Source: an optimization exercise on an open RTL-to-GDS flow (aim: small area). Production flows keep margins and buffers that such runs may drop. The RTL was checked by simulation tests, not by an equivalence proof against the original design. Power and IR drop assume default switching activity.

==> inputs of job 7227 <==
==> flow/design.v <==
`timescale 1ns / 1ps
module pingpong_fft_controller (
    input  wire        clk,
    input  wire        rst,
    input  wire [31:0] fft_data_in,
    input  wire        fft_data_valid,
    output wire [14:0] bram_addra,
    output wire [31:0] bram_dina,
    output wire        bram_wea,
    output wire        bram_ena,
    input  wire [31:0] bram_douta,
    output wire [14:0] bram_addrb,
    output wire [31:0] bram_dinb,
    output wire        bram_web,
    output wire        bram_enb,
    input  wire [31:0] bram_doutb,
    output reg  [31:0] fft_doppler_input,
    output wire        fft_doppler_valid,
    output wire        fft_doppler_last
);
    reg        started;    
    reg        act;        
    reg        wr;         
    reg        rp;         
    reg [14:0] wn;         
    reg [14:0] rn;         
    reg [31:0] din;
    wire swapped   = wr & ~(|wn);           
    wire active    = act | swapped;         
    wire rbuf      = rp ^ swapped;          
    wire row_wrap  = ~(|rn[14:7]);
    always @(posedge clk or posedge rst) begin
        if (rst) begin
            started <= 1'b0;
            act     <= 1'b0;
            wr      <= 1'b0;
            rp      <= 1'b1;
            wn      <= 15'd0;
            rn      <= 15'd0;
        end else begin
            started <= started | fft_data_valid;
            act     <= active;
            wr      <= started & fft_data_valid;
            rp      <= rbuf;
            if (started & fft_data_valid)
                wn <= wn - 15'd1;
            if (active) begin
                rn[14:7] <= rn[14:7] - 8'd1;
                if (row_wrap)
                    rn[6:0] <= rn[6:0] - 7'd1;
                else if (swapped)
                    rn[6:0] <= 7'h7f;
            end
        end
    end
    always @(posedge clk) begin
        din               <= fft_data_in;
        fft_doppler_input <= rbuf ? bram_doutb : bram_douta;
    end
    assign bram_addra = ~(rp ? wn : rn);
    assign bram_addrb = ~(rp ? rn : wn);
    assign bram_dina  = din;
    assign bram_dinb  = din;
    assign bram_wea   = rp;
    assign bram_web   = ~rp;
    assign bram_ena   = (act & ~rp) | (wr & rp);
    assign bram_enb   = (act & rp) | (wr & ~rp);
    assign fft_doppler_valid = |rn;
    assign fft_doppler_last  = row_wrap;
endmodule
==> flow/flow/run.sh <==
#!/bin/bash
# Own layout flow: the standard ORFS flow, with two changes:
#  - the port buffers that global placement inserts use sky130_fd_sc_hd__buf_1;
#  - after repair_design, cells on paths with slack to spare are downsized.
set -euo pipefail
here=$(pwd)
export BUFFER_PORTS_ARGS="-buffer_cell sky130_fd_sc_hd__buf_1"
export POST_RESIZE_TCL="$here/flow/post_resize.tcl"
bash standard.sh synth > "$here/synth.log" 2>&1
bash standard.sh finish > "$here/layout.log" 2>&1
==> flow/flow/post_resize.tcl <==
# Downsize cells that have timing slack to spare.
log_cmd repair_timing -setup -recover_power 100 -match_cell_footprint
==> flow/standard.sh <==
#!/bin/bash
# synth_recipe.tcl (not shown) runs the flow's synth.tcl, then flattens the netlist and writes it again
# the make line also repeats each setting of config.mk as NAME=value (left out here)
make -C /OpenROAD-flow-scripts/flow DESIGN_CONFIG=/design/flow/config.mk WORK_HOME=/design/flow/orfs CLKGATE_MAP_FILE= SYNTH_SCRIPT=/design/flow/synth_recipe.tcl "${@:-finish}"
==> flow/config.mk <==
export PLATFORM = sky130hd
export DESIGN_NAME = pingpong_fft_controller
export DESIGN_NICKNAME = pingpong_fft_controller
export VERILOG_FILES = /design/flow/design.v
export SDC_FILE = /design/flow/constraint.sdc
export NUM_CORES = 4
export LEC_CHECK = 0
export CAP_MARGIN = 20
export CORE_MARGIN = 2
export CORE_UTILIZATION = 40
export SLEW_MARGIN = 20
==> flow/constraint.sdc <==
create_clock -name core_clock -period 5.0 [get_ports {clk}]
set_input_delay 1.0000 -clock core_clock [delete_from_list [all_inputs] [get_ports {clk}]]
set_output_delay 1.0000 -clock core_clock [all_outputs]
set_load 0.01 [all_outputs]
==> job 6164: changes against job 7227 <==
==> flow/design.v, changed modules only <==
module pingpong_fft_controller (
    input  wire        clk,
    input  wire        rst,
    input  wire [31:0] fft_data_in,
    input  wire        fft_data_valid,
    output wire [14:0] bram_addra,
    output wire [31:0] bram_dina,
    output wire        bram_wea,
    output wire        bram_ena,
    input  wire [31:0] bram_douta,
    output wire [14:0] bram_addrb,
    output wire [31:0] bram_dinb,
    output wire        bram_web,
    output wire        bram_enb,
    input  wire [31:0] bram_doutb,
    output reg  [31:0] fft_doppler_input,
    output wire        fft_doppler_valid,
    output wire        fft_doppler_last
);
    reg        act;        
    reg        wr;         
    reg        nx_a;       
    reg        nx_b;       
    reg        rd_a;       
    reg        rd_b;       
    reg [14:0] wn;         
    reg [14:0] rn;         
    reg [31:0] din;
    wire started   = nx_a | nx_b;                    
    wire write     = started & fft_data_valid;       
    wire swap      = write & (wn == 15'd1);          
    wire sw        = wr & (wn == 15'd0);             
    wire row_wrap  = ~(|rn[14:7]);
    always @(posedge clk or posedge rst) begin
        if (rst) begin
            act     <= 1'b0;
            wr      <= 1'b0;
            nx_a    <= 1'b0;
            nx_b    <= 1'b0;
        end else begin
            act     <= act | sw;
            wr      <= write;
            if (swap) begin
                nx_a <= nx_b;
                nx_b <= nx_a;
            end else if (!started && fft_data_valid) begin
                nx_b <= 1'b1;
            end
        end
    end
    always @(posedge clk) begin
        rd_a <= nx_a;
        rd_b <= nx_b;
    end
    always @(posedge clk) begin
        if (!started)
            wn <= 15'd0;
        else if (write)
            wn <= wn - 15'd1;
    end
    always @(posedge clk) begin
        if (!act) begin
            rn <= 15'h7fff;
        end else begin
            rn[14:7] <= rn[14:7] - 8'd1;
            if (row_wrap)
                rn[6:0] <= rn[6:0] - 7'd1;
            else if (sw)
                rn[6:0] <= 7'h7f;
        end
    end
    always @(posedge clk) begin
        din               <= fft_data_in;
        fft_doppler_input <= ({32{nx_a}} & bram_douta) | ({32{nx_b}} & bram_doutb);
    end
    assign bram_addra = ~(({15{rd_b}} & wn) | ({15{rd_a}} & rn));
    assign bram_addrb = ~(({15{rd_a}} & wn) | ({15{rd_b}} & rn));
    assign bram_dina  = din;
    assign bram_dinb  = din;
    assign bram_wea   = rd_b;
    assign bram_web   = rd_a;
    assign bram_ena   = (act & rd_a) | (wr & rd_b);
    assign bram_enb   = (act & rd_b) | (wr & rd_a);
    assign fft_doppler_valid = act & (|rn);
    assign fft_doppler_last  = row_wrap;
endmodule
==> flow/flow/run.sh (replaced) <==
#!/bin/bash
# Own layout flow: the standard ORFS flow (standard.sh), with these changes:
#  - synthesis maps logic with an area-oriented ABC script (flow/abc_area.script)
#    instead of ORFS's speed script; everything else in synthesis is the standard flow's own
#    script (synth_recipe.tcl), so the registers are the standard ones;
#  - the port buffers that global placement inserts are sky130_fd_sc_hd__buf_1;
#  - after repair_design, cells on paths with slack to spare are downsized;
#  - CTS inserts no dummy loads.
# Each step's full output goes to a log file in this folder (and ORFS's own logs
# under orfs/logs).
set -euo pipefail
here=$(pwd)
{
  echo 'proc abc {args} {'
  echo '  set i [lsearch -exact $args -script]'
  echo "  if {\$i >= 0} { lset args [expr {\$i + 1}] {$here/flow/abc_area.script} }"
  echo '  yosys abc {*}$args'
  echo '}'
  cat "$here/synth_recipe.tcl"
} > "$here/own_synth.tcl"
export BUFFER_PORTS_ARGS="-buffer_cell sky130_fd_sc_hd__buf_1"
export POST_RESIZE_TCL="$here/flow/post_resize.tcl"
export CTS_ARGS="-sink_clustering_enable -repair_clock_nets -dont_use_dummy_load"
bash standard.sh SYNTH_SCRIPT="$here/own_synth.tcl" synth > "$here/synth.log" 2>&1
bash standard.sh SYNTH_SCRIPT="$here/own_synth.tcl" finish > "$here/layout.log" 2>&1
==> flow/flow/abc_area.script (new file) <==
strash
dc2
balance
rewrite
refactor
balance
rewrite
rewrite -z
balance
refactor -z
rewrite -z
balance
&get -n
&dch -f
&nf -R 1000
&put
topo
dnsize -c
--- a/flow/config.mk
+++ b/flow/config.mk
@@ -8,4 +8,4 @@
 export CAP_MARGIN = 20
 export CORE_MARGIN = 2
-export CORE_UTILIZATION = 40
+export CORE_UTILIZATION = 65
 export SLEW_MARGIN = 20
==> job 287: changes against job 7227 <==
==> flow/design.v, changed modules only <==
module pingpong_fft_controller (
    input  wire        clk,
    input  wire        rst,
    input  wire [31:0] fft_data_in,
    input  wire        fft_data_valid,
    output wire [14:0] bram_addra,
    output wire [31:0] bram_dina,
    output wire        bram_wea,
    output wire        bram_ena,
    input  wire [31:0] bram_douta,
    output wire [14:0] bram_addrb,
    output wire [31:0] bram_dinb,
    output wire        bram_web,
    output wire        bram_enb,
    input  wire [31:0] bram_doutb,
    output reg  [31:0] fft_doppler_input,
    output wire        fft_doppler_valid,
    output wire        fft_doppler_last
);
    reg        started;    
    reg        act;        
    reg        wr;         
    reg        rp;         
    reg [14:0] wlast;      
    reg [14:0] rlast;      
    reg [31:0] din;
    wire swapped   = wr & (&wlast);         
    wire active    = act | swapped;         
    wire rbuf      = rp ^ swapped;          
    wire row_wrap  = &rlast[14:7];
    always @(posedge clk or posedge rst) begin
        if (rst) begin
            started <= 1'b0;
            act     <= 1'b0;
            wr      <= 1'b0;
            rp      <= 1'b1;
            wlast   <= 15'h7fff;
            rlast   <= 15'h7fff;
        end else begin
            started <= started | fft_data_valid;
            act     <= active;
            wr      <= started & fft_data_valid;
            rp      <= rbuf;
            if (started & fft_data_valid)
                wlast <= wlast + 15'd1;
            if (active) begin
                rlast[14:7] <= rlast[14:7] + 8'd1;
                if (row_wrap)
                    rlast[6:0] <= rlast[6:0] + 7'd1;
                else if (swapped)
                    rlast[6:0] <= 7'd0;
            end
        end
    end
    always @(posedge clk) begin
        din               <= fft_data_in;
        fft_doppler_input <= rbuf ? bram_doutb : bram_douta;
    end
    assign bram_addra = rp ? wlast : rlast;
    assign bram_addrb = rp ? rlast : wlast;
    assign bram_dina  = din;
    assign bram_dinb  = din;
    assign bram_wea   = rp;
    assign bram_web   = ~rp;
    assign bram_ena   = (act & ~rp) | (wr & rp);
    assign bram_enb   = (act & rp) | (wr & ~rp);
    assign fft_doppler_valid = ~(&rlast);
    assign fft_doppler_last  = row_wrap;
endmodule
==> flow/run.sh (new file) <==
#!/bin/bash
# synth_recipe.tcl (not shown) runs the flow's synth.tcl, then flattens the netlist and writes it again
# the make line also repeats each setting of config.mk as NAME=value (left out here)
make -C /OpenROAD-flow-scripts/flow DESIGN_CONFIG=/design/flow/config.mk WORK_HOME=/design/flow/orfs CLKGATE_MAP_FILE= SYNTH_SCRIPT=/design/flow/synth_recipe.tcl finish
removed: flow/flow/run.sh
removed: flow/flow/post_resize.tcl
removed: flow/standard.sh
==> comparison table <==
quantity                                                   job 287        job 6164        job 7227
Multi-input gate count                                         171             188             164
Worst-Margin Slew                                         918.2 ps         1059 ps         1017 ps
Global-route met1 utilization                               0.2433          0.3790          0.2176
Synthesis-to-finish area growth                             58.39%          24.10%          21.62%
Non-clock inverters                                              8              12              12
Switching portion of total power                            0.2479          0.2843          0.3936
Routed wire length per instance                           17.26 um        16.93 um        14.99 um
Met1 routed wirelength after detailed routing              4592 um         3676 um         4068 um
Largest clock skew in the final design                    8.305 ps        23.00 ps        14.11 ps
Gp weighted congestion                                      0.7693          0.8737          0.8336
Proportion of cell area spent on the clock network         0.02937         0.02844         0.04148
Die width                                                 104.4 um        77.48 um        104.8 um
Post-route total power                                    1.772 mW        1.592 mW        2.859 mW
Utilization after layout                                    0.6539          0.8420          0.5038
Cell leakage power                                        2.572 nW        1.649 nW        1.946 nW
Area fraction in compound gates after synthesis           0.008372          0.2157         0.03630
Count of flip-flops and latches                                 98             100              98
Number of global-route vias before repair                     2975            3129            2862
Reg2Reg Setup Slack                                        1740 ps         2250 ps         2320 ps
Placed inst area                                         6203 um^2       4228 um^2       4700 um^2
Result of the run                                   finished clean  finished clean  finished clean

[re-timing with driven ports]
The results above use ideal ports. As a check the final layouts listed here were re-extracted and re-timed, cells and wires unchanged. Step 1, drivers: a clkbuf_16 drives clk and a buf_2 each remaining input, both assumed. Step 2 also shifts input and output timing later by t, the mid clock arrival at the registers, as if the neighbouring blocks saw the same clock. a / b / c = ideal ports / drivers / drivers and shift; a / b = the first two.
| run | shift t [ns] | setup slack, ns | hold slack, ns | worst setup path after step 2 | pins driven straight from the clock port |
|---|---|---|---|---|---|
| job 7227 | 0.387 | 1.831 / 1.798 / 2.185 | 0.520 / 0.520 / 0.520 | register to output | 1 |
| job 6164 | 0.377 | 2.089 / 2.059 / 1.723 | 0.452 / 0.452 / 0.452 | input to register | 1 |
| job 287 | 0.392 | 1.417 / 1.383 / 1.742 | 0.498 / 0.498 / 0.498 | register to register | 1 |
After both steps every run listed still meets setup and hold. The setup slack of job 6164, which loses most, moves by -0.030 ns with the drivers and by -0.366 ns with both steps.
